This is an optimization exercise on Yosys and OpenROAD, whose aim is a short achievable clock period and few clock cycles, not a production implementation.
In this exercise RTL edits were held to simulation tests only and were not proved equivalent to the original.
Power is estimated from default activity; no workload was simulated.

`flow/config.mk`:
```
export PLATFORM = sky130hd
export DESIGN_NAME = lc3_datapath
export DESIGN_NICKNAME = lc3_datapath
export VERILOG_FILES = /design/flow/design.v
export SDC_FILE = /design/flow/constraint.sdc
export NUM_CORES = 4
export LEC_CHECK = 0
export CAP_MARGIN = 20
export CORE_MARGIN = 2
export CORE_UTILIZATION = 40
export PLACE_DENSITY = 0.6
export SETUP_SLACK_MARGIN = 4.7
export SLEW_MARGIN = 20
```
`flow/constraint.sdc`:
```
create_clock -name core_clock -period 7.5 [get_ports {clk}]
set_input_delay 1.5000 -clock core_clock [delete_from_list [all_inputs] [get_ports {clk}]]
set_output_delay 1.5000 -clock core_clock [all_outputs]
set_load 0.01 [all_outputs]
```
`flow/design.v`:
```
module lc3_datapath
  (clk,
   rst,
   mem_en,
   mem_we,
   mem_addr,
   mem_wdata,
   mem_ready,
   mem_rdata
   );
  input         clk;
  input         rst;
  output        mem_en;
  output        mem_we;
  output [15:0] mem_addr;
  output [15:0] mem_wdata;
  input         mem_ready;
  input  [15:0] mem_rdata;
  localparam [2:0] K_FETCH = 3'd0,
                   K_LOAD  = 3'd1,
                   K_LDI   = 3'd2,
                   K_STI   = 3'd3,
                   K_STORE = 3'd4,
                   K_TRAP  = 3'd5,
                   K_ADDR  = 3'd6,    
                   K_PF    = 3'd7;    
  reg [15:0] r0, r1, r2, r3, r4, r5, r6, r7;
  reg        n, z, p;
  reg [15:0] pc;      
  reg [15:0] pc1;     
  reg [15:0] ir;
  reg [2:0]  kind;
  reg        en;      
  reg        we;
  reg [15:0] mar;
  reg [15:0] mdr;
  reg [15:0] pf;      
  reg        pfv;
  reg        ex;      
  reg        lk;      
  reg [1:0]  aop;     
  reg [15:0] opa, opb;
  assign mem_en    = en;
  assign mem_we    = we;
  assign mem_addr  = mar;
  assign mem_wdata = mdr;
  function [15:0] ksadd;
    input [15:0] a, b;
    reg   [15:0] g, q, x;
    integer k, j;
    begin
      x = a ^ b;
      g = a & b;
      q = x;
      for (k = 0; k < 4; k = k + 1)
        for (j = 15; j >= (1 << k); j = j - 1)
          begin
            g[j] = g[j] | (q[j] & g[j - (1 << k)]);
            q[j] = q[j] & q[j - (1 << k)];
          end
      ksadd = x ^ {g[14:0], 1'b0};
    end
  endfunction
  wire       fw   = (kind == K_LOAD);
  wire       pdep = (pf[15:12] == 4'b0000);
  reg step;
  always @(*)
    case (kind)
      K_FETCH: step = pfv | mem_ready;
      K_LOAD:  step = pfv & mem_ready & ~pdep;
      K_STORE: step = pfv & mem_ready;
      default: step = 1'b0;
    endcase
  wire [2:0]  b_kind, f_kind;
  wire        b_en, f_en, b_ex, f_ex, b_lk, f_lk;
  wire [15:0] b_mar, f_mar, b_pc, f_pc, b_mdr, f_mdr;
  wire [15:0] b_opa, f_opa, b_opb, f_opb;
  wire [1:0]  b_aop, f_aop;
  lc3_step #(.PF(0)) u_bus
    (.d(mem_rdata), .n(n), .z(z), .p(p),
     .r0(r0), .r1(r1), .r2(r2), .r3(r3), .r4(r4), .r5(r5), .r6(r6), .r7(r7),
     .pc1(pc1), .fw(1'b0), .fwd(mem_rdata), .ldr(ir[11:9]),
     .o_kind(b_kind), .o_en(b_en), .o_ex(b_ex), .o_lk(b_lk), .o_mar(b_mar),
     .o_pc(b_pc), .o_mdr(b_mdr), .o_opa(b_opa), .o_opb(b_opb), .o_aop(b_aop));
  lc3_step #(.PF(1)) u_pf
    (.d(pf), .n(n), .z(z), .p(p),
     .r0(r0), .r1(r1), .r2(r2), .r3(r3), .r4(r4), .r5(r5), .r6(r6), .r7(r7),
     .pc1(pc1), .fw(fw), .fwd(mem_rdata), .ldr(ir[11:9]),
     .o_kind(f_kind), .o_en(f_en), .o_ex(f_ex), .o_lk(f_lk), .o_mar(f_mar),
     .o_pc(f_pc), .o_mdr(f_mdr), .o_opa(f_opa), .o_opb(f_opb), .o_aop(f_aop));
  wire [15:0] sum = ksadd(opa, opb);
  reg  [15:0] res;
  always @(*)
    case (aop)
      2'd0:    res = sum;
      2'd1:    res = opa & opb;
      default: res = ~opa;
    endcase
  wire        ldw   = mem_ready & (kind == K_LOAD);
  wire [15:0] wval  = ex ? res : (ldw ? mem_rdata : opa);
  wire [2:0]  wsel  = lk ? 3'd7 : ir[11:9];
  wire        wen   = ex | ldw | lk;
  always @(posedge clk or negedge rst)
    begin
      if (rst == 1'b0)
        begin
          r0 <= 16'h0; r1 <= 16'h0; r2 <= 16'h0; r3 <= 16'h0;
          r4 <= 16'h0; r5 <= 16'h0; r6 <= 16'h0; r7 <= 16'h0;
        end
      else if (wen)
        case (wsel)
          3'd0: r0 <= wval;
          3'd1: r1 <= wval;
          3'd2: r2 <= wval;
          3'd3: r3 <= wval;
          3'd4: r4 <= wval;
          3'd5: r5 <= wval;
          3'd6: r6 <= wval;
          default: r7 <= wval;
        endcase
    end
  reg         zres;
  always @(*)
    case (aop)
      2'd0:    zres = ((opa ^ opb) == {opa[14:0] | opb[14:0], 1'b0});
      2'd1:    zres = ((opa & opb) == 16'h0);
      default: zres = (opa == 16'hffff);
    endcase
  wire        zv = ex ? zres : (mem_rdata == 16'h0);
  wire        nv = ex ? res[15] : mem_rdata[15];
  always @(posedge clk or negedge rst)
    begin
      if (rst == 1'b0)
        begin
          n <= 1'b0; z <= 1'b0; p <= 1'b0;
        end
      else if (ex | ldw)
        begin
          n <= nv;
          z <= zv;
          p <= ~nv & ~zv;
        end
    end
  always @(posedge clk or negedge rst)
    begin
      if (rst == 1'b0)
        begin
          pc   <= 16'h0200;
          pc1  <= 16'h0201;
          ir   <= 16'h0;
          mar  <= 16'h0200;
          mdr  <= 16'h0;
          en   <= 1'b1;
          we   <= 1'b0;
          kind <= K_FETCH;
          pf   <= 16'h0;
          pfv  <= 1'b0;
          ex   <= 1'b0;
          lk   <= 1'b0;
          aop  <= 2'd0;
          opa  <= 16'h0;
          opb  <= 16'h0;
        end
      else
        begin
          ex  <= 1'b0;
          lk  <= 1'b0;
          pc1 <= pc + 16'd1;
          if (step)
            begin
              ir   <= pfv ? pf : mem_rdata;
              pfv  <= 1'b0;
              we   <= 1'b0;
              pc   <= pfv ? f_pc   : b_pc;
              mar  <= pfv ? f_mar  : b_mar;
              mdr  <= pfv ? f_mdr  : b_mdr;
              opa  <= pfv ? f_opa  : b_opa;
              opb  <= pfv ? f_opb  : b_opb;
              aop  <= pfv ? f_aop  : b_aop;
              kind <= pfv ? f_kind : b_kind;
              en   <= pfv ? f_en   : b_en;
              ex   <= pfv ? f_ex   : b_ex;
              lk   <= pfv ? f_lk   : b_lk;
            end
          else
            case (kind)
              K_ADDR:  
                begin
                  en   <= 1'b1;
                  kind <= K_FETCH;
                  mar  <= sum;
                  pc   <= sum;
                end
              K_PF:
                if (mem_ready)
                  begin
                    pf  <= mem_rdata;
                    pfv <= 1'b1;
                    mar <= sum;
                    case (ir[15:12])
                      4'b0010, 4'b0110: kind <= K_LOAD;
                      4'b0011, 4'b0111: begin kind <= K_STORE; we <= 1'b1; end
                      4'b1010: kind <= K_LDI;
                      default: kind <= K_STI;
                    endcase
                  end
              K_LDI:
                if (mem_ready)
                  begin
                    kind <= K_LOAD;
                    mar  <= mem_rdata;
                  end
              K_STI:
                if (mem_ready)
                  begin
                    kind <= K_STORE;
                    we   <= 1'b1;
                    mar  <= mem_rdata;
                  end
              K_TRAP:
                if (mem_ready)
                  begin
                    kind <= K_FETCH;
                    mar  <= mem_rdata;
                    pc   <= mem_rdata;
                  end
              K_LOAD, K_STORE:  
                if (mem_ready)
                  begin
                    kind <= K_FETCH;
                    we   <= 1'b0;
                    en   <= 1'b0;
                  end
              default: ;
            endcase
        end
    end
endmodule
module lc3_step
  #(parameter PF = 0)
  (input      [15:0] d,
   input             n, z, p,
   input      [15:0] r0, r1, r2, r3, r4, r5, r6, r7,
   input      [15:0] pc1,
   input             fw,
   input      [15:0] fwd,
   input      [2:0]  ldr,
   output reg [2:0]  o_kind,
   output reg        o_en,
   output reg        o_ex,
   output reg        o_lk,
   output reg [15:0] o_mar,
   output reg [15:0] o_pc,
   output     [15:0] o_mdr,
   output reg [15:0] o_opa,
   output reg [15:0] o_opb,
   output reg [1:0]  o_aop);
  localparam [2:0] K_FETCH = 3'd0,
                   K_LOAD  = 3'd1,
                   K_LDI   = 3'd2,
                   K_STI   = 3'd3,
                   K_STORE = 3'd4,
                   K_TRAP  = 3'd5,
                   K_ADDR  = 3'd6,
                   K_PF    = 3'd7;
  function [15:0] rsel;
    input [2:0] s;
    input [15:0] a0, a1, a2, a3, a4, a5, a6, a7;
    case (s)
      3'd0: rsel = a0;
      3'd1: rsel = a1;
      3'd2: rsel = a2;
      3'd3: rsel = a3;
      3'd4: rsel = a4;
      3'd5: rsel = a5;
      3'd6: rsel = a6;
      default: rsel = a7;
    endcase
  endfunction
  function [15:0] ksadd;
    input [15:0] a, b;
    reg   [15:0] g, q, x;
    integer k, j;
    begin
      x = a ^ b;
      g = a & b;
      q = x;
      for (k = 0; k < 4; k = k + 1)
        for (j = 15; j >= (1 << k); j = j - 1)
          begin
            g[j] = g[j] | (q[j] & g[j - (1 << k)]);
            q[j] = q[j] & q[j - (1 << k)];
          end
      ksadd = x ^ {g[14:0], 1'b0};
    end
  endfunction
  wire [3:0]  op    = d[15:12];
  wire        taken = (d[11] & n) | (d[10] & z) | (d[9] & p);
  wire [15:0] dbase = (fw & (d[8:6] == ldr)) ? fwd : rsel(d[8:6], r0, r1, r2, r3, r4, r5, r6, r7);
  wire [15:0] dsr2  = (fw & (d[2:0] == ldr)) ? fwd : rsel(d[2:0], r0, r1, r2, r3, r4, r5, r6, r7);
  assign      o_mdr = (fw & (d[11:9] == ldr)) ? fwd : rsel(d[11:9], r0, r1, r2, r3, r4, r5, r6, r7);
  wire [15:0] djsrr = (d[8:6] == 3'd7) ? pc1 : dbase;
  wire [15:0] t9    = ksadd(pc1, {{7{d[8]}}, d[8:0]});
  wire [15:0] t11   = ksadd(pc1, {{5{d[10]}}, d[10:0]});
  always @(*)
    begin
      case (op)
        4'b0000, 4'b0010, 4'b0011, 4'b1010, 4'b1011, 4'b1110:
          begin
            o_opa = pc1;
            o_opb = {{7{d[8]}}, d[8:0]};
          end
        4'b0100, 4'b1111:
          begin
            o_opa = pc1;
            o_opb = {{5{d[10]}}, d[10:0]};
          end
        4'b0110, 4'b0111:
          begin
            o_opa = dbase;
            o_opb = {{10{d[5]}}, d[5:0]};
          end
        default:
          begin
            o_opa = dbase;
            o_opb = d[5] ? {{11{d[4]}}, d[4:0]} : dsr2;
          end
      endcase
      case (op)
        4'b0101: o_aop = 2'd1;
        4'b1001: o_aop = 2'd2;
        default: o_aop = 2'd0;
      endcase
      o_kind = K_FETCH;
      o_en   = 1'b1;
      o_ex   = 1'b0;
      o_lk   = 1'b0;
      o_mar  = pc1;
      o_pc   = pc1;
      case (op)
        4'b0001, 4'b0101, 4'b1001, 4'b1110:  
          o_ex = 1'b1;
        4'b1111:  
          begin
            o_lk   = 1'b1;
            o_kind = K_TRAP;
            o_mar  = {8'h00, d[7:0]};
          end
        4'b1100:  
          begin
            o_mar = dbase;
            o_pc  = dbase;
          end
        4'b0100:  
          begin
            o_lk = 1'b1;
            if (d[11] & (PF != 0))
              begin
                o_mar = t11;
                o_pc  = t11;
              end
            else if (d[11])
              begin
                o_kind = K_ADDR;
                o_en   = 1'b0;
              end
            else
              begin
                o_mar = djsrr;
                o_pc  = djsrr;
              end
          end
        4'b0000:  
          if (taken & (PF != 0))
            begin
              o_mar = t9;
              o_pc  = t9;
            end
          else if (taken)
            begin
              o_kind = K_ADDR;
              o_en   = 1'b0;
            end
        4'b0010, 4'b0011, 4'b0110, 4'b0111, 4'b1010, 4'b1011:
          o_kind = K_PF;    
        default: ;          
      endcase
    end
endmodule
```
`flow/run.sh`:
```
#!/bin/bash
# synth_recipe.tcl (not shown) runs the flow's synth.tcl, then flattens the netlist and writes it again
# the make line also repeats each setting of config.mk as NAME=value (left out here)
make -C /OpenROAD-flow-scripts/flow DESIGN_CONFIG=/design/flow/config.mk WORK_HOME=/design/flow/orfs CLKGATE_MAP_FILE= SYNTH_SCRIPT=/design/flow/synth_recipe.tcl finish
```
==> reports/metrics.cfg, run 1 <==
[status]
status=complete, no violations

[sta]
rsz0062_at_grt=yes
clock.fmax_mhz=315
setup_ws_ps=4330
slew_violations=0
relSlewSlack_pct=32.2
post-route-min-period_ps=3170
setup-violations-final=0
worstMarginPinSlew_ps=1010
finClkSkew_ps=16.8
fin_crit_sh_pct=42.3
hold_ws_ps=479
final-hold-violation-count=0
finalSetupTns_ps=0

[cts]
clock_path_buffers=3
cts_tree=built
ctsHoldBuffers=0
cts-buffers-inserted=31
clock_latency_ps=630
cts_root_buf=clkbuf_16
h-tree-depth=1
cts.clk_slew.worst_paths_ps=60
cts.sinks=260

[synthesis]
async_reset_ff_share_pct=100
synth_common_cells=nand2_1, o21ai_0, dfrtp_1
post-synth-top-area-cell=dfrtp_1
netlist_top_cells_area=dfrtp_1, o21ai_0, nand2_1
syn_nets=3034
avgSynthCellArea_sq_um=7.89
synth_seq_cells=260
yosysMostFrequentCell=nand2_1
synth_cell_types=95
synth.top_cell.area_share_pct=27.3
seq_area_frac_synth_pct=27.9
synthCells=2960
synth_area_sq_um=23400
synth-edff-count=0
synth_ff_type=dfrtp_1
ys_warn_count=3

[floorplanning]
die_h_um=246
rows=88
fp.dieW_um=246
io-pin-count=53
dieArea_sq_um=60300
fp.coreArea_sq_um=57700
start_util_pct=40.5

[global_routing]
grt_pass1_vias=25800
grt.total_usage_pct=43.4
grt_pass1_wl_um=190000
grt_max_degree=79
grt_antenna_before_repair=11
gr-total-overflow=0

[final_layout]
syn_to_final_growth_pct=35.4
layout-drive-gt1-share_pct=32.1
fin_nets=3199
fillers=5197

[worst_setup_path]
end_kind=register
crit_fanout=5
worstSetupStartpointType=register
critPathKind=reg -> reg
worstPathRequired_ps=8000
worst_ep_arrival_time_ps=3670

[power_and_ir_drop]
power.total_mw=13.8
ir_worst_vdd_mv=0.332
leakagePower_nw=12.4
power.density_nw_per_um2=437

[routing]
vias=28500
routed_wl_um=138000
dr.first_iter.drc_count=4987
ant_nets=0
firstDrtPassIters=10
drt-wirelength-per-cell_um=35.3
drc=0
vias_per_cell=7.26

[run]
drv_cap=0

[placed_design]
dp_hpwl_um=84300
port_buffers=52
place_congestion=1.06
detailedPlace.worstSlack_ps=2900

[worst_hold_path]
hold_class=reg -> reg

-- layout make-up --
class / instances / area (sq um) / share of cell area [%]
diodes: 7 / 17.5 / 0.0554
well taps: 765 / 957 / 3.03
inverters: 78 / 347 / 1.10
multi-input cells: 2363 / 18000 / 57.0
clock buffers: 43 / 901 / 2.85
repair buffers: 391 / 4650 / 14.7
clock inverters: 13 / 151 / 0.479
flip-flops and latches: 260 / 6570 / 20.8
-- cell families after synthesis --
kind of cell / share of synthesized area, %
muxes: 13.2
DFF: 27.9
AOI/OAI and AO/OA: 30.3
and+or+nand+nor: 17.5
buffers and inverters: 5.92
xor gates and xnor gates: 2.21
adders and majority gates: 3.01
-- what timing repair did --
item / CTS / global route
endpoints found under the setup margin: 256 / 215
setup buffers: 130 / 105
resized for setup: 534 / 328
pin swaps: 105 / 162
gates cloned: 26 / 8
-- sequential cells by signal, indices dropped and copies added (netlist names), 3 cells and up --
name and count:
ir 7, kind 3, mar 16, mdr 16
opa 16, opb 16, pc 16, pc1 16
pf 16, r0 16, r1 16, r2 16
r3 16, r4 16, r5 16, r6 16
r7 16
-- metal layers --
metal	GRT usage (%)	vias up	wire length, um
met5	0	-	154
met2	61.2	2529	54700
met3	16.0	859	20800
li1	-	11400	-
met1	53.9	13700	48700
met4	32.0	14	13800
-- critical path: stages, from the launching register on --
cell	delay (ps)
dfrtp_2	700
ha_4	230
buf_4	120
a211oi_4	60
o211ai_1	310
nand2_2	120
o311a_1	420
a31o_2	230
a21oi_2	280
o21ai_0	180
a221oi_1	390
-- placed cells by master, fill, tap and decap left out, drive strengths merged, types with 12 or more instances in the layout --
master	Yosys	routed
nand2	420	423
o21ai	374	374
buf	84	332
dfrtp	255	255
nor2	243	243
a21oi	217	218
mux2	81	81
mux2i	76	76
inv	72	72
nand3	64	64
mux4	63	63
o211ai	60	60
a211oi	56	56
ha	53	53
clkbuf	180	51
o221ai	47	47
a31oi	45	45
o22ai	40	40
a221oi	36	36
nor3	35	35
nor2b	34	34
a22oi	33	33
xnor2	31	31
clkdlybuf4s15	0	29
xor2	28	28
nand4	22	22
nand2b	22	22
a21o	21	21
and3	18	18
o31ai	18	18
bufbuf	0	17
a311oi	17	17
a221o	13	13
or2	12	12
a21boi	12	12
a2111oi	12	12
-- worst paths after layout --
kind	startpoint	cells after the start	endpoint	slack, ps
max	pf[0]	10	mar[15]	4330
min	ir[14]	2	ir[14]	480
max reg2reg	pf[0]	10	mar[15]	4330
min reg2reg	ir[14]	2	ir[14]	480
max in group asynchronous	rst	2	pf[8]	5120
min in group asynchronous	rst	1	pc1[4]	890
-- where the power goes --
group	leakage [nW]	internal [mW]	switching (mW)
clock	0.520	0.910	0.700
sequential	3.26	2.00	1.31
combinational	8.64	3.63	5.29
total	12.4	6.53	7.29
-- metrics by stage --
stage                     instance area [sq um]  util, %  instances
final                                     31600     54.8       3920
after floorplan                           23900        -       2960
after CTS                                 29400     50.9       3800
after detailed placement                  24600     42.6       3588
after global placement                    24600     42.6       3588
after global routing                      31600     54.8       3914
Testbench counts, summed over its fixed seeds: cycles 125,368.
==> inputs of run 2 (changes only) <==
--- a/flow/design.v
+++ b/flow/design.v
@@ -16,6 +16,9 @@
   output [15:0] mem_wdata;
   input         mem_ready;
   input  [15:0] mem_rdata;
+  localparam CL = 5;                  
+  localparam CN = 1 << CL;
+  localparam TW = 16 - CL;            
   localparam [2:0] K_FETCH = 3'd0,
                    K_LOAD  = 3'd1,
                    K_LDI   = 3'd2,
@@ -40,6 +43,11 @@
   reg        lk;      
   reg [1:0]  aop;     
   reg [15:0] opa, opb;
+  reg [15:0]   c_data  [0:CN-1];
+  reg [TW-1:0] c_tag   [0:CN-1];
+  reg [CN-1:0] c_valid;
+  reg          fq;
+  reg [15:0]   fqa, fqd;
   assign mem_en    = en;
   assign mem_we    = we;
   assign mem_addr  = mar;
@@ -63,16 +71,44 @@
   endfunction
   wire       fw   = (kind == K_LOAD);
   wire       pdep = (pf[15:12] == 4'b0000);
+  function [15:0] inc16;
+    input [15:0] x;
+    reg   [15:0] c;
+    integer k;
+    begin
+      c[0] = 1'b1;
+      for (k = 1; k < 16; k = k + 1)
+        c[k] = c[k - 1] & x[k - 1];
+      inc16 = x ^ c;
+    end
+  endfunction
+  wire [2:0] xdr = ir[11:9];          
+  wire       xb  = (pf[8:6] == xdr);
+  wire       xs  = (pf[11:9] == xdr);
+  reg        xdep;
+  always @(*)
+    case (pf[15:12])
+      4'b0001, 4'b0101: xdep = xb | (~pf[5] & (pf[2:0] == xdr));
+      4'b1001, 4'b0110, 4'b1100: xdep = xb;          
+      4'b0111:          xdep = xb | xs;              
+      4'b0011, 4'b1011: xdep = xs;                   
+      4'b0100:          xdep = ~pf[11] & xb;         
+      4'b0000:          xdep = 1'b1;                 
+      default:          xdep = 1'b0;                 
+    endcase
+  wire [CL-1:0] li    = pc1[CL-1:0];
+  wire          lhit  = c_valid[li] & (c_tag[li] == pc1[15:CL]);
+  wire [15:0]   lword = c_data[li];
   reg step;
   always @(*)
     case (kind)
-      K_FETCH: step = pfv | mem_ready;
+      K_FETCH: step = pfv ? ~(ex & xdep) : mem_ready;
       K_LOAD:  step = pfv & mem_ready & ~pdep;
       K_STORE: step = pfv & mem_ready;
       default: step = 1'b0;
     endcase
   wire [2:0]  b_kind, f_kind;
-  wire        b_en, f_en, b_ex, f_ex, b_lk, f_lk;
+  wire        b_en, f_en, b_ex, f_ex, b_lk, f_lk, b_seq, f_seq, b_dat, f_dat;
   wire [15:0] b_mar, f_mar, b_pc, f_pc, b_mdr, f_mdr;
   wire [15:0] b_opa, f_opa, b_opb, f_opb;
   wire [1:0]  b_aop, f_aop;
@@ -81,13 +117,17 @@
      .r0(r0), .r1(r1), .r2(r2), .r3(r3), .r4(r4), .r5(r5), .r6(r6), .r7(r7),
      .pc1(pc1), .fw(1'b0), .fwd(mem_rdata), .ldr(ir[11:9]),
      .o_kind(b_kind), .o_en(b_en), .o_ex(b_ex), .o_lk(b_lk), .o_mar(b_mar),
-     .o_pc(b_pc), .o_mdr(b_mdr), .o_opa(b_opa), .o_opb(b_opb), .o_aop(b_aop));
+     .o_pc(b_pc), .o_mdr(b_mdr), .o_opa(b_opa), .o_opb(b_opb), .o_aop(b_aop),
+     .o_seq(b_seq), .o_dat(b_dat));
   lc3_step #(.PF(1)) u_pf
     (.d(pf), .n(n), .z(z), .p(p),
      .r0(r0), .r1(r1), .r2(r2), .r3(r3), .r4(r4), .r5(r5), .r6(r6), .r7(r7),
      .pc1(pc1), .fw(fw), .fwd(mem_rdata), .ldr(ir[11:9]),
      .o_kind(f_kind), .o_en(f_en), .o_ex(f_ex), .o_lk(f_lk), .o_mar(f_mar),
-     .o_pc(f_pc), .o_mdr(f_mdr), .o_opa(f_opa), .o_opb(f_opb), .o_aop(f_aop));
+     .o_pc(f_pc), .o_mdr(f_mdr), .o_opa(f_opa), .o_opb(f_opb), .o_aop(f_aop),
+     .o_seq(f_seq), .o_dat(f_dat));
+  wire s_seq = pfv ? f_seq : b_seq;
+  wire s_dat = pfv ? f_dat : b_dat;
   wire [15:0] sum = ksadd(opa, opb);
   reg  [15:0] res;
   always @(*)
@@ -144,9 +184,39 @@
   always @(posedge clk or negedge rst)
     begin
       if (rst == 1'b0)
+        fq <= 1'b0;
+      else
+        fq <= mem_ready & (((kind == K_FETCH) & ~pfv) | (kind == K_PF));
+    end
+  always @(posedge clk)
+    begin
+      fqa <= pc;
+      fqd <= mem_rdata;
+      if (fq)
+        begin
+          c_data[fqa[CL-1:0]] <= fqd;
+          c_tag[fqa[CL-1:0]]  <= fqa[15:CL];
+        end
+    end
+  integer i;
+  always @(posedge clk or negedge rst)
+    begin
+      if (rst == 1'b0)
+        c_valid <= {CN{1'b0}};
+      else
+        for (i = 0; i < CN; i = i + 1)
+          if ((kind == K_STORE) & (mar[CL-1:0] == i))
+            c_valid[i] <= 1'b0;
+          else if (fq & (fqa[CL-1:0] == i))
+            c_valid[i] <= 1'b1;
+    end
+  always @(posedge clk)
+    pc1 <= step ? inc16(pc1) : inc16(pc);
+  always @(posedge clk or negedge rst)
+    begin
+      if (rst == 1'b0)
         begin
           pc   <= 16'h0200;
-          pc1  <= 16'h0201;
           ir   <= 16'h0;
           mar  <= 16'h0200;
           mdr  <= 16'h0;
@@ -165,11 +235,11 @@
         begin
           ex  <= 1'b0;
           lk  <= 1'b0;
-          pc1 <= pc + 16'd1;
           if (step)
             begin
               ir   <= pfv ? pf : mem_rdata;
-              pfv  <= 1'b0;
+              pf   <= lword;
+              pfv  <= (s_seq | s_dat) & lhit;
               we   <= 1'b0;
               pc   <= pfv ? f_pc   : b_pc;
               mar  <= pfv ? f_mar  : b_mar;
@@ -177,19 +247,24 @@
               opa  <= pfv ? f_opa  : b_opa;
               opb  <= pfv ? f_opb  : b_opb;
               aop  <= pfv ? f_aop  : b_aop;
-              kind <= pfv ? f_kind : b_kind;
-              en   <= pfv ? f_en   : b_en;
+              kind <= s_dat ? (lhit ? K_ADDR : K_PF) : (pfv ? f_kind : b_kind);
+              en   <= (s_seq | s_dat) ? ~lhit : (pfv ? f_en : b_en);
               ex   <= pfv ? f_ex   : b_ex;
               lk   <= pfv ? f_lk   : b_lk;
             end
           else
             case (kind)
-              K_ADDR:  
+              K_ADDR:
                 begin
-                  en   <= 1'b1;
-                  kind <= K_FETCH;
-                  mar  <= sum;
-                  pc   <= sum;
+                  en  <= 1'b1;
+                  mar <= sum;
+                  case (ir[15:12])
+                    4'b0010, 4'b0110: kind <= K_LOAD;
+                    4'b0011, 4'b0111: begin kind <= K_STORE; we <= 1'b1; end
+                    4'b1010: kind <= K_LDI;
+                    4'b1011: kind <= K_STI;
+                    default: begin kind <= K_FETCH; pc <= sum; end   
+                  endcase
                 end
               K_PF:
                 if (mem_ready)
@@ -254,7 +329,9 @@
    output     [15:0] o_mdr,
    output reg [15:0] o_opa,
    output reg [15:0] o_opb,
-   output reg [1:0]  o_aop);
+   output reg [1:0]  o_aop,
+   output reg        o_seq,
+   output reg        o_dat);
   localparam [2:0] K_FETCH = 3'd0,
                    K_LOAD  = 3'd1,
                    K_LDI   = 3'd2,
@@ -331,6 +408,8 @@
         4'b1001: o_aop = 2'd2;
         default: o_aop = 2'd0;
       endcase
+      o_seq  = 1'b0;
+      o_dat  = 1'b0;
       o_kind = K_FETCH;
       o_en   = 1'b1;
       o_ex   = 1'b0;
@@ -339,7 +418,10 @@
       o_pc   = pc1;
       case (op)
         4'b0001, 4'b0101, 4'b1001, 4'b1110:  
-          o_ex = 1'b1;
+          begin
+            o_ex  = 1'b1;
+            o_seq = 1'b1;
+          end
         4'b1111:  
           begin
             o_lk   = 1'b1;
@@ -381,9 +463,15 @@
               o_kind = K_ADDR;
               o_en   = 1'b0;
             end
+          else
+            o_seq = 1'b1;
         4'b0010, 4'b0011, 4'b0110, 4'b0111, 4'b1010, 4'b1011:
-          o_kind = K_PF;    
-        default: ;          
+          begin             
+            o_kind = K_PF;
+            o_dat  = 1'b1;
+          end
+        default:            
+          o_seq = 1'b1;
       endcase
     end
 endmodule
==> run 2 against run 1 <==
  * Sequential share of layout area grew 25 points
  * Global-route usage decreased by 14 points
  * Area after synthesis grew to 2.5 times the previous value
  * Cell count is 75% higher
  * Highest routed layer unchanged
  * Non-clock buffer count is 104 higher
  * First-iteration DRC count is 29% higher
  * Sequential power rose to 3.1 times the previous value
  * Critical path type is now in -> reg
  * Still clean
==> reports/metrics.cfg, run 2 <==
[status]
status=complete, no violations

[cts]
clock_path_buffers=3  ; unchanged
cts_root_buf=clkbuf_16
h-tree-depth=3  ; +2
cts.sinks=1189  ; +360%
clock_latency_ps=800  ; +170 ps
cts_tree=built
cts.clk_slew.worst_paths_ps=70  ; about the same
cts-buffers-inserted=119  ; +280%

[worst_setup_path]
critPathKind=in -> reg
worstPathRequired_ps=8130  ; +130 ps
crit_chain=buf_16, buf_12, mux2_2, a22oi_1, o21ai_4, a21oi_2, nor2_1, a2111oi_2, o31ai_1, a311o_1
cpPeakStageDelay_ps=400  ; -300 ps
worstSetupStartpointType=input pin
crit_fanout=11  ; +6
end_kind=register
crit_slowest_cell=mux2_2
regToRegStartpoint=kind[1]
worst_ep_arrival_time_ps=3760  ; +90 ps
critPathLaunch=mem_rdata[8]

[floorplanning]
die_h_um=388  ; +58%
io-pin-count=53  ; unchanged
fp.dieW_um=388  ; +58%
start_util_pct=40.4  ; -0.12 points
rows=140  ; +59%
dieArea_sq_um=151000  ; +150%
fp.coreArea_sq_um=146000  ; +150%

[power_and_ir_drop]
netSwitchingPower_mw=14.3  ; +96%
switching_share_pct=42.7  ; -10 points
pwr-share-seq_pct=30.1  ; +6.2 points
ir_worst_vdd_mv=0.244  ; -27%
internal_power_mw=19.2  ; +190%
leakagePower_nw=26.0  ; +110%
clockPowerShare_pct=18.6  ; +7.0 points
power.density_nw_per_um2=455  ; +4.0%
p_comb_share_pct=51.3  ; -13 points

[routing]
routed_wl_um=228000  ; +65%
ant_nets=0  ; unchanged
vias_per_cell=6.59  ; -9.2%
firstDrtPassIters=9  ; -1
dr.first_iter.drc_count=6433  ; +29%
drt-wirelength-per-cell_um=33.2  ; -5.9%
vias=45300  ; +59%
drc=0  ; unchanged

[sta]
finClkSkew_ps=71.6  ; +54.7 ps
worstMarginPinSlew_ps=1110  ; +104 ps
setup_ws_ps=4370  ; +40.5 ps
relSlewSlack_pct=25.8  ; -6.4 points
slew_violations=0  ; unchanged
setup-violations-final=0  ; unchanged
final-hold-violation-count=0  ; unchanged
rsz0062_at_grt=yes
finalSetupTns_ps=0  ; unchanged
clock.fmax_mhz=319  ; +1.3%
post-route-min-period_ps=3130  ; -40.5 ps
fin_crit_sh_pct=41.7  ; -0.54 points

[synthesis]
seq_area_frac_synth_pct=57.4  ; +30 points
syn_nets=4687  ; +54%
yosysMostFrequentCell=edfxtp_1
synth-edff-count=864  ; +864
ys_warn_count=3  ; unchanged
synthCells=4586  ; +55%
synth_seq_cells=1189  ; +360%
async_reset_ff_share_pct=23.3  ; -77 points
post-synth-top-area-cell=edfxtp_1
synth_cell_types=85  ; -11%
synth_ff_type=edfxtp_1
synth_common_cells=edfxtp_1, nand2_1, o21ai_0
synth_area_sq_um=59000  ; +150%
netlist_top_cells_area=edfxtp_1, mux4_2, dfrtp_1
synth.top_cell.area_share_pct=44.0  ; +17 points
avgSynthCellArea_sq_um=12.9  ; +63%

[placed_design]
port_buffers=52  ; unchanged
place_congestion=1.02  ; -4.1%
detailedPlace.worstSlack_ps=2430  ; -470 ps
dp_hpwl_um=132000  ; +57%

[final_layout]
syn_to_final_growth_pct=24.7
layout-drive-gt1-share_pct=32.1  ; -0.034 points
layout_common_cells=edfxtp_1, nand2_1, mux4_2, buf_4, dfrtp_1
largest_register_ffs=512
fin_nets=4947  ; +55%
final_common_cell=edfxtp_1

[global_routing]
grt_pass1_wl_um=318000  ; +68%
grt_max_degree=119  ; +51%
grt_pass1_vias=42800  ; +66%
grt.total_usage_pct=29.2  ; -14 points
grt_antenna_before_repair=9  ; -2
gr-total-overflow=0  ; unchanged

[worst_hold_path]
hp-start=pc[1]
hold_class=reg -> reg

[run]
drv_cap=0  ; unchanged

## run 2: layout make-up
| class | instances | area, sq um |
|---|---|---|
| clock buffer | 155 | 3280 |
| timing repair buffer | 495 | 6010 |
| fill | 12500 | 72500 |
| antenna | 4 | 10.0 |
| inverter | 81 | 335 |
| tap | 1917 | 2400 |
| clock inverter | 73 | 795 |
| sequential | 1189 | 33900 |
| multi-input combinational | 2960 | 26800 |
## run 2: per-stage QoR
step                power [mW]  hold WS (ps)  instances  area, sq um  utilization (%)
floorplan                 17.8           378       4586        60000                -
detailed placement        22.5           461       6333        62400             42.7
global placement          22.4           448       6333        62400             42.7
CTS                       31.3           434       6761        71000             48.6
global route              34.5           453       6871        73500             50.3
finish                    33.4           451       6874        73600             50.3
## run 2: power by group through the flow
stage               clock network [mW]  registers (mW)  logic (mW)
floorplan                            0            9.13        8.67
global placement                     0            10.3        12.1
detailed placement                   0            10.3        12.2
CTS                               6.30            9.95        15.1
global route                      6.54            10.1        17.8
finish                            6.23            10.1        17.2
## run 2: path summary, 6_finish.rpt
| kind | endpoint | slack [ps] | cells after the start |
|---|---|---|---|
| hold / removal | fqa[1] | 450 | 0 |
| setup reg to reg | mar[14] | 4370 | 9 |
| min in group asynchronous | r6[11] | 810 | 1 |
| setup / recovery | pc[14] | 4370 | 10 |
| hold reg to reg | fqa[1] | 450 | 0 |
| max in group asynchronous | kind[1] | 5000 | 2 |
## run 2: kinds of logic (layout without fill, tap and decap cells)
family	after synthesis	count (layout)	share of synthesized area (%)
AND/OR/NAND/NOR	1115	1115	8.44
flip-flops	1189	1189	57.4
adder cells (fa/ha/maj)	82	82	1.77
AO/OA/AOI/OAI	1188	1190	13.1
XOR/XNOR	62	62	0.921
multiplexers	511	511	15.4
other	0	4	0
buffers and inverters	439	804	3.02
## run 2: worst max-delay path, delay by kind of cell
family / cells / cell delay [ps]
and+or+nand+nor: 1 / 100
buffers and inverters: 2 / 300
muxes: 1 / 400
AOI/OAI and AO/OA: 6 / 1440
## run 2: timing repair
action                     4_1_cts  5_1_grt
pin swaps                      124      148
hold buffers                     0        0
setup endpoints to repair      297      249
cloned                          30       19
buffers inserted               170       89
gates resized for setup        680      310
## run 2: routing by layer
layer	vias to the layer above	part of all wire [%]	global-route usage [%]
met4	10	6.7	15.9
met5	-	0.028	0
li1	18500	-	-
met1	22800	37	38.1
met3	898	11	7.23
met2	3130	45	44.9
Testbench counts of run 2, summed over its fixed seeds: cycles 113,250.
==> inputs of run 3 (changes only) <==
--- a/flow/design.v
+++ b/flow/design.v
@@ -377,8 +377,6 @@
   wire [15:0] dsr2  = (fw & (d[2:0] == ldr)) ? fwd : rsel(d[2:0], r0, r1, r2, r3, r4, r5, r6, r7);
   assign      o_mdr = (fw & (d[11:9] == ldr)) ? fwd : rsel(d[11:9], r0, r1, r2, r3, r4, r5, r6, r7);
   wire [15:0] djsrr = (d[8:6] == 3'd7) ? pc1 : dbase;
-  wire [15:0] t9    = ksadd(pc1, {{7{d[8]}}, d[8:0]});
-  wire [15:0] t11   = ksadd(pc1, {{5{d[10]}}, d[10:0]});
   always @(*)
     begin
       case (op)
@@ -436,12 +434,7 @@
         4'b0100:  
           begin
             o_lk = 1'b1;
-            if (d[11] & (PF != 0))
-              begin
-                o_mar = t11;
-                o_pc  = t11;
-              end
-            else if (d[11])
+            if (d[11])
               begin
                 o_kind = K_ADDR;
                 o_en   = 1'b0;
@@ -453,12 +446,7 @@
               end
           end
         4'b0000:  
-          if (taken & (PF != 0))
-            begin
-              o_mar = t9;
-              o_pc  = t9;
-            end
-          else if (taken)
+          if (taken)
             begin
               o_kind = K_ADDR;
               o_en   = 1'b0;
==> run 3 against run 2 <==
  * Critical endpoint is now en
  * Maximum frequency rose by 3.0%
  * Sequential share of layout area up 1.9 points
  * Core utilization is 1.3 points lower
  * Largest cell class unchanged
  * Cell count is 3.7% lower
  * Largest power group unchanged
  * Still clean
  * Routed wire length shrank 5.6%
  * First-iteration DRC count is 2.8% lower
  * Clock skew fell by 19 ps
==> reports/metrics.cfg, run 3 <==
[floorplanning]
fp.coreArea_sq_um=144000  ; -1.5%
dieArea_sq_um=148000  ; -1.6%
fp.dieW_um=385  ; -0.80%
start_util_pct=40.3  ; about the same
die_h_um=385  ; -0.80%
rows=139  ; -0.71%
io-pin-count=53  ; unchanged

[final_layout]
syn_to_final_growth_pct=21.6
postLayoutCoreUtil_pct=49.1  ; -1.3 points
fin_area_sq_um=70600  ; -4.0%
largest_register_ffs=512  ; unchanged
layout_common_cells=edfxtp_1, nand2_1, mux4_2, buf_4, o21ai_0
fin_nets=4686  ; -5.3%
layout-drive-gt1-share_pct=30.4  ; -1.7 points
final_common_cell=edfxtp_1

[sta]
relSlewSlack_pct=27.6  ; +1.8 points
clock.fmax_mhz=329  ; +3.0%
rsz0062_at_grt=yes
fin_crit_sh_pct=40.5  ; -1.2 points
post-route-min-period_ps=3040  ; -90.7 ps
finClkSkew_ps=52.2  ; -19.4 ps
worstMarginPinSlew_ps=1080  ; -29.2 ps
slew_violations=0  ; unchanged
final-hold-violation-count=0  ; unchanged
setup-violations-final=0  ; unchanged
setup_ws_ps=4460  ; +90.7 ps
finalSetupTns_ps=0  ; unchanged

[cts]
cts_root_buf=clkbuf_16
cts.clk_slew.worst_paths_ps=70  ; about the same
cts.sinks=1189  ; unchanged
clock_path_buffers=3  ; unchanged
cts-buffers-inserted=118  ; -0.84%
clock_latency_ps=780  ; -20 ps
cts_tree=built
h-tree-depth=3  ; unchanged

[status]
status=complete, no violations

[synthesis]
synth_ff_type=edfxtp_1
synth_cell_types=84  ; -1.2%
yosysMostFrequentCell=edfxtp_1
seq_area_frac_synth_pct=58.3  ; +0.94 points
synth_area_sq_um=58000  ; -1.6%
avgSynthCellArea_sq_um=13.2  ; +2.5%
synth.top_cell.area_share_pct=44.7  ; +0.72 points
netlist_top_cells_area=edfxtp_1, mux4_2, dfrtp_1
syn_nets=4482  ; -4.4%
synth_common_cells=edfxtp_1, nand2_1, o21ai_0
synthCells=4403  ; -4.0%
ys_warn_count=3  ; unchanged
synth-edff-count=864  ; unchanged
synth_seq_cells=1189  ; unchanged
post-synth-top-area-cell=edfxtp_1
async_reset_ff_share_pct=23.3  ; unchanged

[global_routing]
grt_pass1_vias=41200  ; -3.7%
gr-total-overflow=0  ; unchanged
grt_pass1_wl_um=304000  ; -4.6%
grt.total_usage_pct=28.4  ; -0.82 points
grt_antenna_before_repair=5  ; -4
grt_max_degree=124  ; +4.2%

[worst_setup_path]
critPathKind=reg -> reg
end_kind=register
cp_common_cell=buf_12
reg2reg_setup_slack_ps=4460  ; +90 ps
crit_chain=buf_12, buf_8, buf_12, mux4_2, a22o_1, a221oi_2, and4_1, o22ai_4, nor4_4, nand3_2, nor3b_2
worstSetupStartpointType=register
worst_ep_arrival_time_ps=3690  ; -70 ps
crit_slowest_cell=mux4_2
worstPathRequired_ps=8150  ; +20 ps
cpPeakStageDelay_ps=510  ; +110 ps
crit_fanout=5  ; -6

[routing]
dr.first_iter.drc_count=6256  ; -2.8%
routed_wl_um=215000  ; -5.6%
firstDrtPassIters=7  ; -2
vias=43300  ; -4.5%
vias_per_cell=6.54  ; -0.77%
drc=0  ; unchanged
drt-wirelength-per-cell_um=32.6  ; -1.9%
ant_nets=0  ; unchanged

[placed_design]
port_buffers=52  ; unchanged
placed_cell_area_sq_um=61000  ; -2.2%
detailedPlace.worstSlack_ps=2710  ; +274 ps
place_congestion=1.04  ; +2.3%
dp_hpwl_um=122000  ; -7.9%

[power_and_ir_drop]
ir_worst_vdd_mv=0.257  ; +5.7%
leakagePower_nw=25.0  ; -3.9%
power.density_nw_per_um2=440  ; -3.3%

[worst_hold_path]
hold_class=reg -> reg

[run]
drv_cap=0  ; unchanged

==> run 3: cell count changes after synthesis, sizes merged, moves of 13 or more <==
cell and delta:
nand2 -90, buf +36, xnor2 -28, clkbuf -25
mux2 +24, ha -21, a31oi -20, nand3 -20
a22oi -18, nor3 +18, inv -16, or3 -13
==> run 3: worst paths after layout <==
path / startpoint / to / cells after the start
setup / recovery: pc1[0] / en / 11
hold / removal: pc[9] / fqa[9] / 0
setup reg to reg: pc1[0] / en / 11
hold reg to reg: pc[9] / fqa[9] / 0
max in group asynchronous: rst / kind[2] / 2
min in group asynchronous: rst / r6[0] / 1
==> run 3: where the power goes <==
group / total, mW / switching (mW) / internal [mW]
combinational: 14.7 / 8.26 / 6.41
clock: 6.14 / 2.66 / 3.48
sequential: 10.2 / 1.96 / 8.26
==> run 3: through the flow <==
| step | power (mW) | std cells | hold WS (ps) |
|---|---|---|---|
| floorplan | 17.2 | 4403 | 377 |
| global placement | 21.4 | 6112 | 462 |
| detailed placement | 21.5 | 6113 | 456 |
| CTS | 29.7 | 6516 | 438 |
| global route | 32.0 | 6615 | 440 |
| finish | 31.0 | 6617 | 465 |
==> run 3: layer usage <==
metal | global-route usage [%] | wire [um] | vias to the layer above
met5 | 0 | 92 | -
met4 | 15.3 | 14900 | 6
met2 | 43.4 | 96200 | 2966
met3 | 6.91 | 23700 | 784
met1 | 37.4 | 80500 | 21900
li1 | - | - | 17600
==> run 3: final cells by class <==
type	count	area (sq um)
multi-input cells	2786	24700
inverters	63	265
well taps	1903	2380
clock inverters	63	699
fillers	12300	73300
flip-flops and latches	1189	33900
clock buffers	162	3310
repair buffers	449	5250
diodes	2	5.00
==> run 3: worst max-delay path: cells and delay by family, from the launching register on <==
family	cells	cell delay, ps
flip-flops	1	380
multiplexers	1	510
AND/OR/NAND/NOR	4	1060
buffers and inverters	3	400
AO/OA/AOI/OAI	3	590
==> run 3: timing repair <==
action | CTS | global route
pin swaps | 69 | 92
endpoints found under the setup margin | 386 | 219
setup buffers | 155 | 86
hold buffers | 0 | 0
resized for setup | 558 | 216
hold endpoints to repair | 0 | 0
gates cloned | 23 | 13
==> run 3: cell families after synthesis <==
| group | count (synthesis) | share of synthesized area (%) |
|---|---|---|
| simple gates | 1019 | 7.95 |
| fa+ha+maj | 60 | 1.31 |
| mux | 533 | 16.0 |
| buf+inv | 432 | 3.23 |
| flops | 1189 | 58.3 |
| compound gates | 1127 | 12.5 |
| xor+xnor | 43 | 0.649 |
Testbench counts of run 3, summed over its fixed seeds: cycles 115,005.
==> inputs of run 4 (changes only) <==
--- a/flow/config.mk
+++ b/flow/config.mk
@@ -9,5 +9,5 @@
 export CORE_MARGIN = 2
 export CORE_UTILIZATION = 40
 export PLACE_DENSITY = 0.6
-export SETUP_SLACK_MARGIN = 4.7
+export SETUP_SLACK_MARGIN = 4.6
 export SLEW_MARGIN = 20
==> run 4 against run 3 <==
  * Critical path type is now in -> reg
  * Clock skew increased by 40 ps
  * Still clean on timing, DRC and antenna
  * First-iteration DRC count is 12% lower
  * Core utilization shrank 1.3 points
  * Setup slack got worse by 120 ps
  * Clock power decreased by 2%
  * Global-route usage rose by 0.081 points
  * Highest routed layer unchanged
  * Register-to-register slack lost 40 ps
==> reports/metrics.cfg, run 4 <==
[synthesis]
synth-edff-count=864  ; unchanged
seq_area_frac_synth_pct=58.3  ; unchanged
synth_common_cells=edfxtp_1, nand2_1, o21ai_0
yosysMostFrequentCell=edfxtp_1
async_reset_ff_share_pct=23.3  ; unchanged
syn_nets=4482  ; unchanged
synthCells=4403  ; unchanged
synth_cell_types=84  ; unchanged
avgSynthCellArea_sq_um=13.2  ; unchanged
post-synth-top-area-cell=edfxtp_1
synth.top_cell.area_share_pct=44.7  ; unchanged
synth_area_sq_um=58000  ; unchanged
netlist_top_cells_area=edfxtp_1, mux4_2, dfrtp_1
synth_ff_type=edfxtp_1
ys_warn_count=3  ; unchanged
synth_seq_cells=1189  ; unchanged

[floorplanning]
dieArea_sq_um=148000  ; unchanged
io-pin-count=53  ; unchanged
rows=139  ; unchanged
die_h_um=385  ; unchanged
fp.dieW_um=385  ; unchanged
fp.coreArea_sq_um=144000  ; unchanged
start_util_pct=40.3  ; unchanged

[global_routing]
grt_antenna_before_repair=10  ; +5
grt_max_degree=141  ; +14%
gr-total-overflow=0  ; unchanged
grt_pass1_vias=40600  ; -1.6%
grt.total_usage_pct=28.5  ; +0.081 points
grt_pass1_wl_um=303000  ; -0.19%

[cts]
cts_root_buf=clkbuf_16
h-tree-depth=3  ; unchanged
ctsHoldBuffers=0  ; unchanged
cts_tree=built
clock_latency_ps=790  ; about the same
cts.sinks=1189  ; unchanged
cts.clk_slew.worst_paths_ps=60  ; about the same
clock_path_buffers=3  ; unchanged
cts-buffers-inserted=118  ; unchanged

[power_and_ir_drop]
power.density_nw_per_um2=440  ; about the same
clockPowerShare_pct=19.8  ; about the same
internal_power_mw=17.6  ; -3.2%
p_comb_share_pct=45.9  ; -1.4 points
ir_worst_vdd_mv=0.253  ; -1.7%
pwr-share-seq_pct=34.3  ; +1.4 points
netSwitchingPower_mw=12.7  ; -1.6%
leakagePower_nw=24.1  ; -3.4%
switching_share_pct=41.9  ; +0.41 points

[sta]
slew_violations=0  ; unchanged
finalSetupTns_ps=0  ; unchanged
final-hold-violation-count=0  ; unchanged
relSlewSlack_pct=10.9  ; -17 points
finClkSkew_ps=92.1  ; +40.0 ps
clock.fmax_mhz=316  ; -3.8%
rsz0062_at_grt=yes
setup-violations-final=0  ; unchanged
setup_ws_ps=4340  ; -121 ps
worstMarginPinSlew_ps=1340  ; +253 ps
fin_crit_sh_pct=42.1  ; +1.6 points
post-route-min-period_ps=3160  ; +121 ps

[worst_setup_path]
critPathLaunch=mem_rdata[1]
critPathKind=in -> reg
worstPathRequired_ps=8090  ; -60 ps
end_kind=register
reg2reg_depth=16  ; +5
reg2reg_setup_slack_ps=4420  ; -40 ps
crit_fanout=29  ; +24
worst_ep_arrival_time_ps=3750  ; +60 ps
rr_endpoint=pc1[15]
worstSetupStartpointType=input pin
regToRegStartpoint=pc[0]
crit_path_end=opb[3]

[final_layout]
fin_nets=4578  ; -2.3%
final_common_cell=edfxtp_1
layout-drive-gt1-share_pct=27.5  ; -2.9 points
fillers=12400  ; +0.72%
syn_to_final_growth_pct=18.5
largest_register_ffs=512  ; unchanged
fin_area_sq_um=68800  ; -2.6%
layout_common_cells=edfxtp_1, nand2_1, mux4_2, o21ai_0, dfrtp_1

[placed_design]
dp_hpwl_um=124000  ; +1.6%
detailedPlace.worstSlack_ps=2800  ; +89.2 ps
placed_cell_area_sq_um=60700  ; -0.44%
place_congestion=1.03  ; -1.2%
port_buffers=52  ; unchanged

[routing]
vias=42400  ; -2.0%
drt-wirelength-per-cell_um=33.0  ; +1.3%
vias_per_cell=6.52  ; -0.30%
ant_nets=0  ; unchanged
drc=0  ; unchanged
firstDrtPassIters=8  ; +1
dr.first_iter.drc_count=5524  ; -12%
routed_wl_um=214000  ; -0.47%

[run]
drv_cap=0  ; unchanged

[worst_hold_path]
hold_path_depth=2  ; +2
hold_class=reg -> reg

[status]
status=complete, no violations

[run 4: cell counts after synthesis]
No cell type changed its count.
[run 4: power by group through the flow]
stage | combinational [mW] | sequential, mW | clock, mW
floorplan | 8.03 | 9.14 | 0
global placement | 10.9 | 10.4 | 0
detailed placement | 11.0 | 10.4 | 0
CTS | 12.9 | 10.2 | 6.08
global route | 14.6 | 10.4 | 6.35
finish | 13.9 | 10.4 | 6.00
[run 4: metal layers]
| layer | global-route usage (%) | share of wire [%] | vias up |
|---|---|---|---|
| met5 | 0 | 0.014 | - |
| met4 | 16.9 | 7.6 | 4 |
| met3 | 7.06 | 11 | 771 |
| met2 | 43.9 | 45 | 2681 |
| met1 | 36.4 | 37 | 21600 |
| li1 | - | - | 17400 |
[run 4: layout make-up]
cell class / count / area (sq um) / share of cell area (%)
sequential: 1189 / 33900 / 49.3
multi-input combinational: 2783 / 24400 / 35.4
timing repair buffer: 344 / 3910 / 5.69
clock buffer: 163 / 3270 / 4.75
tap: 1903 / 2380 / 3.46
clock inverter: 57 / 643 / 0.935
inverter: 63 / 272 / 0.395
antenna: 2 / 5.00 / 0.00728
[run 4: worst min path at each step]
stage                     startpoint       to  slack (ps)
after floorplan               pc[13]  fqa[13]         370
after global placement       mdr[10]  mdr[10]         460
after detailed placement      mdr[6]   mdr[6]         470
after CTS                     mdr[6]   mdr[6]         480
after global routing           pc[9]   fqa[9]         500
final                         mdr[6]   mdr[6]         480
[run 4: logic make-up (layout without fill, tap and decap cells)]
| kind of cell | count (synthesis) | in the layout | share of synthesized area (%) |
|---|---|---|---|
| flip-flops | 1189 | 1189 | 58.3 |
| AO/OA/AOI/OAI | 1127 | 1128 | 12.5 |
| AND/OR/NAND/NOR | 1019 | 1019 | 7.95 |
| multiplexers | 533 | 533 | 16.0 |
| buffers and inverters | 432 | 627 | 3.23 |
| adder cells (fa/ha/maj) | 60 | 60 | 1.31 |
| XOR/XNOR | 43 | 43 | 0.649 |
| other | 0 | 2 | 0 |
[run 4: critical path, stage by stage]
cell      delay (ps)
buf_2            120
buf_6            350
nand3_4          370
o221ai_1         320
o21ai_1          270
o211ai_1         620
o21ai_0          190
[run 4: what timing repair did]
item / in CTS / in global routing
buffers inserted: 118 / 25
pin swaps: 55 / 65
gates cloned: 23 / 6
setup endpoints to repair: 293 / 263
hold endpoints to repair: 0 / 0
resized for setup: 468 / 166
[run 4: through the flow]
| step | hold WS (ps) | cells | power, mW | util, % |
|---|---|---|---|---|
| 3_3_place_gp | 461 | 6109 | 21.4 | 42.2 |
| 5_1_grt | 499 | 6502 | 31.3 | 47.8 |
| 4_1_cts | 479 | 6471 | 29.2 | 47.2 |
| 2_1_floorplan | 373 | 4403 | 17.2 | - |
| 3_5_place_dp | 471 | 6110 | 21.4 | 42.2 |
| 6_report | 475 | 6504 | 30.2 | 47.8 |
==> inputs of run 5 (changes only) <==
--- a/flow/config.mk
+++ b/flow/config.mk
@@ -7,7 +7,7 @@
 export LEC_CHECK = 0
 export CAP_MARGIN = 20
 export CORE_MARGIN = 2
-export CORE_UTILIZATION = 40
-export PLACE_DENSITY = 0.6
-export SETUP_SLACK_MARGIN = 4.6
+export CORE_UTILIZATION = 55
+export PLACE_DENSITY = 0.7
+export SETUP_SLACK_MARGIN = 4.7
 export SLEW_MARGIN = 20
==> run 5 against run 4 <==
  * Still clean
  * Area after synthesis unchanged
  * Cell count down 5.8%
  * Flip-flop and latch count stayed put
  * Critical path depth up 3
  * Clock power is 7.5% higher
  * Die area fell by 27%
  * First-iteration DRC count rose by 41%
  * Clock skew is 27 ps lower
  * Combinational power is 12% higher
  * Via count is 5.6% higher
  * Synthesized cell count unchanged
  * Critical endpoint is now opa[14]
  * Largest cell class unchanged
  * Highest routed layer unchanged
==> reports/metrics.cfg, run 5 <==
[worst_setup_path]
regToRegStartpoint=pc1[0]
reg2reg_depth=10  ; -6
worst_ep_arrival_time_ps=3730  ; -20 ps
reg2reg_setup_slack_ps=4500  ; +80 ps
end_kind=register
worstSetupStartpointType=input pin
crit_fanout=6  ; -79%
worstPathRequired_ps=8160  ; +70 ps
rr_endpoint=en
critPathKind=in -> reg

[sta]
clock.fmax_mhz=326  ; +3.1%
post-route-min-period_ps=3060  ; -95.5 ps
relSlewSlack_pct=11.4  ; +0.59 points
slew_violations=0  ; unchanged
fin_crit_sh_pct=40.9  ; -1.3 points
worstMarginPinSlew_ps=1330  ; -8.82 ps
final-hold-violation-count=0  ; unchanged
rsz0062_at_grt=yes
finalSetupTns_ps=0  ; unchanged
finClkSkew_ps=64.8  ; -27.3 ps
setup-violations-final=0  ; unchanged

[power_and_ir_drop]
leakagePower_nw=25.4  ; +5.2%
ir_worst_vdd_mv=0.545  ; +120%
pwr-share-seq_pct=31.5  ; -2.8 points
internal_power_mw=18.7  ; +6.4%
switching_share_pct=41.8  ; -0.13 points
clockPowerShare_pct=20.1  ; +0.3 points
power.density_nw_per_um2=452  ; +2.8%
netSwitchingPower_mw=13.4  ; +5.9%
p_comb_share_pct=48.4  ; +2.5 points
power.total_mw=32.1  ; +6.2%

[synthesis]
avgSynthCellArea_sq_um=13.2  ; unchanged
synth_area_sq_um=58000  ; unchanged
netlist_top_cells_area=edfxtp_1, mux4_2, dfrtp_1
ys_warn_count=3  ; unchanged
post-synth-top-area-cell=edfxtp_1
yosysMostFrequentCell=edfxtp_1
synth_cell_types=84  ; unchanged
synth_seq_cells=1189  ; unchanged
synth-edff-count=864  ; unchanged
async_reset_ff_share_pct=23.3  ; unchanged
seq_area_frac_synth_pct=58.3  ; unchanged
synth_common_cells=edfxtp_1, nand2_1, o21ai_0
synth_ff_type=edfxtp_1
syn_nets=4482  ; unchanged
synthCells=4403  ; unchanged
synth.top_cell.area_share_pct=44.7  ; unchanged

[routing]
routed_wl_um=220000  ; +2.6%
drc=0  ; unchanged
dr.first_iter.drc_count=7808  ; +41%
firstDrtPassIters=14  ; +6
vias=44800  ; +5.6%
vias_per_cell=7.31  ; +12%
ant_nets=0  ; unchanged
drt-wirelength-per-cell_um=35.9  ; +8.8%

[floorplanning]
dieArea_sq_um=108000  ; -27%
start_util_pct=55.3  ; +15 points
die_h_um=329  ; -15%
rows=119  ; -14%
fp.coreArea_sq_um=105000  ; -27%
io-pin-count=53  ; unchanged
fp.dieW_um=329  ; -15%

[placed_design]
placed_cell_area_sq_um=60400  ; -0.54%
dp_hpwl_um=119000  ; -3.9%
port_buffers=52  ; unchanged
place_congestion=1.06  ; +3.6%

[final_layout]
fin_nets=4710  ; +2.9%
final_common_cell=edfxtp_1
layout_common_cells=edfxtp_1, nand2_1, mux4_2, buf_4, dfrtp_1
largest_register_ffs=512  ; unchanged
postLayoutCoreUtil_pct=67.6  ; +20 points
fin_area_sq_um=71000  ; +3.3%
fillers=7106  ; -43%
layout-drive-gt1-share_pct=32.0  ; +4.4 points
syn_to_final_growth_pct=22.4

[cts]
cts_root_buf=clkbuf_16
cts-buffers-inserted=117  ; -0.85%
clock_path_buffers=3  ; unchanged
cts_tree=built
cts.sinks=1189  ; unchanged
clock_latency_ps=760  ; -30 ps
h-tree-depth=3  ; unchanged
cts.clk_slew.worst_paths_ps=60  ; about the same
ctsHoldBuffers=0  ; unchanged

[run]
drv_cap=0  ; unchanged

[status]
status=complete, no violations

[global_routing]
grt_max_degree=108  ; -23%
grt_pass1_wl_um=307000  ; +1.4%
gr-total-overflow=0  ; unchanged
met1_usage_pct=48.7  ; +12 points
grt_antenna_before_repair=16  ; +6
busiest_layer=met2
grt.total_usage_pct=40.0  ; +12 points
use_met3_pct=15.0  ; +7.9 points
gr-usage-met2_pct=58.7  ; +15 points
grt_pass1_vias=42100  ; +3.8%

[worst_hold_path]
hold_path_depth=0  ; -2
hold_class=reg -> reg
hp-start=pc[9]
min_to=fqa[9]

## run 5: area by class of cell
type	instances	area [sq um]	share of cell area [%]
antenna	4	10.0	0.0141
clock buffer	166	3380	4.76
clock inverter	57	877	1.24
inverter	63	264	0.372
multi-input combinational	2787	25200	35.5
sequential	1189	33900	47.7
tap	1391	1740	2.45
timing repair buffer	473	5610	7.91
## run 5: what timing repair did
item / in CTS / in global routing
gates resized for setup: 571 / 287
endpoints found under the setup margin: 354 / 261
buffers inserted: 158 / 94
pin swaps: 92 / 132
cloned: 30 / 11
## run 5: logic make-up (layout without fill, tap and decap cells)
| kind of cell | Yosys count | count (layout) | share of synthesized area [%] |
|---|---|---|---|
| AND/OR/NAND/NOR | 1019 | 1022 | 7.95 |
| multiplexers | 533 | 533 | 16.0 |
| other | 0 | 4 | 0 |
| adder cells (fa/ha/maj) | 60 | 60 | 1.31 |
| AO/OA/AOI/OAI | 1127 | 1129 | 12.5 |
| flip-flops | 1189 | 1189 | 58.3 |
| XOR/XNOR | 43 | 43 | 0.649 |
| buffers and inverters | 432 | 759 | 3.23 |
## run 5: worst max path at each step
stage	start	end	cells past startpoint
detailed placement	mem_ready	pc[6]	8
floorplan	mem_rdata[8]	pc[4]	10
finish	mem_rdata[7]	opa[14]	10
global route	mem_rdata[7]	mar[14]	11
global placement	mem_ready	mar[1]	7
CTS	mar[9]	mem_addr[9]	1
## run 5: critical path, stage by stage
cell	delay, ps
buf_16	130
buf_16	140
buf_12	150
mux2i_1	110
mux4_2	750
a21boi_4	250
buf_4	170
a211oi_4	230
a211oi_2	100
a21oi_1	180
## run 5: per-stage QoR
step | hold WS [ps] | worst slack (ps) | cells
3_3_place_gp | 419 | 2860 | 5606
5_1_grt | 450 | 4450 | 6128
2_1_floorplan | 377 | 4280 | 4403
3_5_place_dp | 416 | 2820 | 5606
4_1_cts | 438 | 4540 | 6017
6_report | 452 | 4440 | 6130
## run 5: metal layers
metal / vias up / routed length (um)
met5: - / 266
met4: 24 / 19700
met3: 1145 / 30600
met2: 3752 / 96700
met1: 22200 / 72600
li1: 17700 / -
## run 5: power by group through the flow
stage | Sequential, mW | Combinational, mW | Clock (mW)
global placement | 10.2 | 11.1 | 0
CTS | 9.94 | 13.5 | 6.46
finish | 10.1 | 15.6 | 6.45
floorplan | 9.17 | 8.07 | 0
detailed placement | 10.2 | 11.2 | 0
global route | 10.1 | 16.0 | 6.72
==> inputs of run 6 (changes only) <==
--- a/flow/config.mk
+++ b/flow/config.mk
@@ -9,5 +9,5 @@
 export CORE_MARGIN = 2
 export CORE_UTILIZATION = 55
 export PLACE_DENSITY = 0.7
-export SETUP_SLACK_MARGIN = 4.7
+export SETUP_SLACK_MARGIN = 4.8
 export SLEW_MARGIN = 20
==> run 6 against run 5 <==
  * Still clean
  * Clock power is 6.7% lower
  * Hold slack better by 27 ps
  * Flip-flop and latch count unchanged
  * Area after synthesis unchanged
  * Sequential power about the same
  * Die area unchanged
  * Non-clock buffer count up 19
  * First-iteration DRC count decreased by 7.1%
==> reports/metrics.cfg, run 6 <==
[cts]
h-tree-depth=3  ; unchanged
clock_path_buffers=3  ; unchanged
cts_tree=built
clock_latency_ps=770  ; about the same
cts.sinks=1189  ; unchanged
ctsHoldBuffers=0  ; unchanged
cts-buffers-inserted=118  ; +0.85%
cts_root_buf=clkbuf_16
cts.clk_slew.worst_paths_ps=60  ; about the same

[global_routing]
grt_antenna_before_repair=14  ; -2
grt_pass1_wl_um=305000  ; -0.86%
grt_max_degree=107  ; -0.93%
gr-total-overflow=0  ; unchanged
grt_pass1_vias=41800  ; -0.69%
grt.total_usage_pct=39.5  ; -0.55 points

[synthesis]
synthCells=4403  ; unchanged
netlist_top_cells_area=edfxtp_1, mux4_2, dfrtp_1
async_reset_ff_share_pct=23.3  ; unchanged
ys_warn_count=3  ; unchanged
syn_nets=4482  ; unchanged
avgSynthCellArea_sq_um=13.2  ; unchanged
synth_common_cells=edfxtp_1, nand2_1, o21ai_0
synth_seq_cells=1189  ; unchanged
synth_area_sq_um=58000  ; unchanged
post-synth-top-area-cell=edfxtp_1
yosysMostFrequentCell=edfxtp_1
synth.top_cell.area_share_pct=44.7  ; unchanged
synth_ff_type=edfxtp_1
synth-edff-count=864  ; unchanged
synth_cell_types=84  ; unchanged
seq_area_frac_synth_pct=58.3  ; unchanged

[final_layout]
layout_common_cells=edfxtp_1, nand2_1, mux4_2, buf_4, dfrtp_1
seqCellArea_sq_um=33900  ; about the same
layout-drive-gt1-share_pct=33.5  ; +1.5 points
multiInputGateArea_sq_um=25500  ; +1.2%
syn_to_final_growth_pct=22.9
fin_nets=4727  ; +0.36%
final_common_cell=edfxtp_1
largest_register_ffs=512  ; unchanged
fillers=6971  ; -1.9%
postLayoutCoreUtil_pct=67.9  ; +0.28 points
fin_area_sq_um=71300  ; +0.42%

[placed_design]
port_buffers=52  ; unchanged
dp_hpwl_um=118000  ; -0.70%
place_congestion=1.05  ; -0.88%
placed_cell_area_sq_um=60400  ; about the same

[power_and_ir_drop]
internal_power_mw=18.5  ; -1.2%
clockPowerShare_pct=18.8  ; -1.3 points
p_comb_share_pct=49.2  ; +0.8 points
pwr-share-seq_pct=31.9  ; +0.4 points
power.density_nw_per_um2=449  ; -0.83%
leakagePower_nw=25.4  ; +0.32%
switching_share_pct=42.3  ; +0.46 points
netSwitchingPower_mw=13.5  ; +0.68%
ir_worst_vdd_mv=0.436  ; -20%

[routing]
drt-wirelength-per-cell_um=36.1  ; +0.58%
dr.first_iter.drc_count=7254  ; -7.1%
vias=45000  ; +0.40%
firstDrtPassIters=12  ; -2
ant_nets=0  ; unchanged
drc=0  ; unchanged
routed_wl_um=222000  ; +0.82%
vias_per_cell=7.32  ; +0.15%

[floorplanning]
fp.coreArea_sq_um=105000  ; unchanged
rows=119  ; unchanged
fp.dieW_um=329  ; unchanged
start_util_pct=55.3  ; unchanged
die_h_um=329  ; unchanged
io-pin-count=53  ; unchanged
dieArea_sq_um=108000  ; unchanged

[worst_setup_path]
reg2reg_setup_slack_ps=4500  ; about the same
worst_ep_arrival_time_ps=3590  ; -140 ps
worstPathRequired_ps=8100  ; -60 ps
crit_fanout=7  ; +1
rr_endpoint=pc1[15]
reg2reg_depth=17  ; +7
end_kind=register
worstSetupStartpointType=register
regToRegStartpoint=pc1[0]
critPathKind=reg -> reg

[sta]
rsz0062_at_grt=yes
post-route-min-period_ps=3000  ; -65.4 ps
slew_violations=0  ; unchanged
finalSetupTns_ps=0  ; unchanged
final-hold-violation-count=0  ; unchanged
setup-violations-final=0  ; unchanged
fin_crit_sh_pct=40.0  ; -0.87 points
finClkSkew_ps=47.8  ; -17.0 ps
clock.fmax_mhz=333  ; +2.2%
relSlewSlack_pct=20.9  ; +9.5 points
worstMarginPinSlew_ps=1190  ; -142 ps

[worst_hold_path]
hold_class=reg -> reg
hold_path_depth=0  ; unchanged
min_to=fqa[2]
hp-start=pc[2]

[run]
drv_cap=0  ; unchanged

[status]
status=complete, no violations

run 6: cell counts after synthesis:
Identical to the previous run, type by type.
run 6: routing by layer:
| layer | GRT usage, % | part of all wire, % | vias to the layer above | wire (um) |
|---|---|---|---|---|
| li1 | - | - | 17700 | - |
| met1 | 49.8 | 33 | 22200 | 74100 |
| met2 | 58.8 | 44 | 3858 | 96800 |
| met3 | 12.1 | 13 | 1202 | 29900 |
| met4 | 26.7 | 9.4 | 6 | 20800 |
| met5 | 0.577 | 0.021 | - | 46 |
run 6: worst max-delay path, stage by stage, from the launching register on:
cell and delay [ps]:
dfxtp_4 390, ha_4 170, ha_4 150, ha_4 160, ha_4 160, ha_4 150, ha_4 160, ha_4 160
ha_4 160, ha_4 150, ha_4 150, ha_4 160, ha_4 160, ha_4 160, ha_4 150, xor2_1 130
nand2_1 90, o21ai_1 70
run 6: power groups by stage:
stage	clock, mW	combinational (mW)	sequential (mW)
CTS	5.99	13.5	10.1
finish	6.02	15.8	10.2
floorplan	0	8.12	9.17
global placement	0	10.9	10.3
global route	6.28	16.3	10.2
detailed placement	0	11.0	10.3
run 6: per-stage QoR:
step	setup WS (ps)	power, mW	hold WS (ps)	instances
final	4500	32.0	479	6145
after global routing	4440	32.8	475	6142
after detailed placement	3000	21.3	432	5598
after global placement	2960	21.2	441	5598
after CTS	4530	29.5	467	6027
after floorplan	4280	17.3	377	4403
run 6: worst max path at each step:
stage,startpoint,end,slack (ps)
floorplan,mem_rdata[8],pc[4],4280
global placement,mem_rdata[7],pc[10],2960
detailed placement,mem_rdata[7],pc[10],3000
CTS,pc[0],pc1[15],4530
global route,pc1[0],pc1[15],4440
finish,pc1[0],pc1[15],4500
run 6: cell type report:
type                       count  area share [%]
sequential                  1189            47.6
tap                         1391            2.44
timing repair buffer         492            8.36
clock inverter                67           0.972
multi-input combinational   2784            35.8
antenna                        3          0.0105
clock buffer                 156            4.50
inverter                      63           0.368
run 6: repair_timing:
action / 4_1_cts / 5_1_grt
resized for setup: 651 / 351
pin swaps: 114 / 181
endpoints found under the setup margin: 337 / 370
buffers inserted: 178 / 95
endpoints found under the hold margin: 0 / 0
gates cloned: 28 / 18
run 6: cell families after synthesis:
logic type / count (synthesis) / share of synthesized area (%)
compound gates: 1127 / 12.5
flops: 1189 / 58.3
buf+inv: 432 / 3.23
simple gates: 1019 / 7.95
mux: 533 / 16.0
xor+xnor: 43 / 0.649
fa+ha+maj: 60 / 1.31

==> afterwards: timing with drivers on the ports <==
No port has a modelled driver above. Below, the same layouts with a new extraction and two added sets of constraints. Step 1, drivers: a clkbuf_16 drives clk and a buf_2 each remaining input, both assumed. Step 2 also shifts input and output timing later by t, the mid clock arrival at the registers, as if the neighbouring blocks saw the same clock. Three values: ideal ports, drivers, drivers and shift; two values: the first two.
run | t (ns) | setup WS [ns] | worst data-port slew with drivers (ns)
run 1 | 0.690 | 4.329 / 4.277 / 3.587 | 0.21
run 2 | 0.841 | 4.370 / 4.244 / 3.403 | 0.21
run 3 | 0.825 | 4.461 / 4.393 / 3.568 | 0.25
run 4 | 0.821 | 4.340 / 4.370 / 3.549 | 0.32
run 5 | 0.802 | 4.435 / 4.302 / 3.500 | 0.28
run 6 | 0.814 | 4.501 / 4.449 / 3.635 | 0.29
After both steps setup and hold are still met in every run listed. For run 2, which loses most, drivers alone change the setup slack by -0.126 ns; drivers and shift together by -0.967 ns.
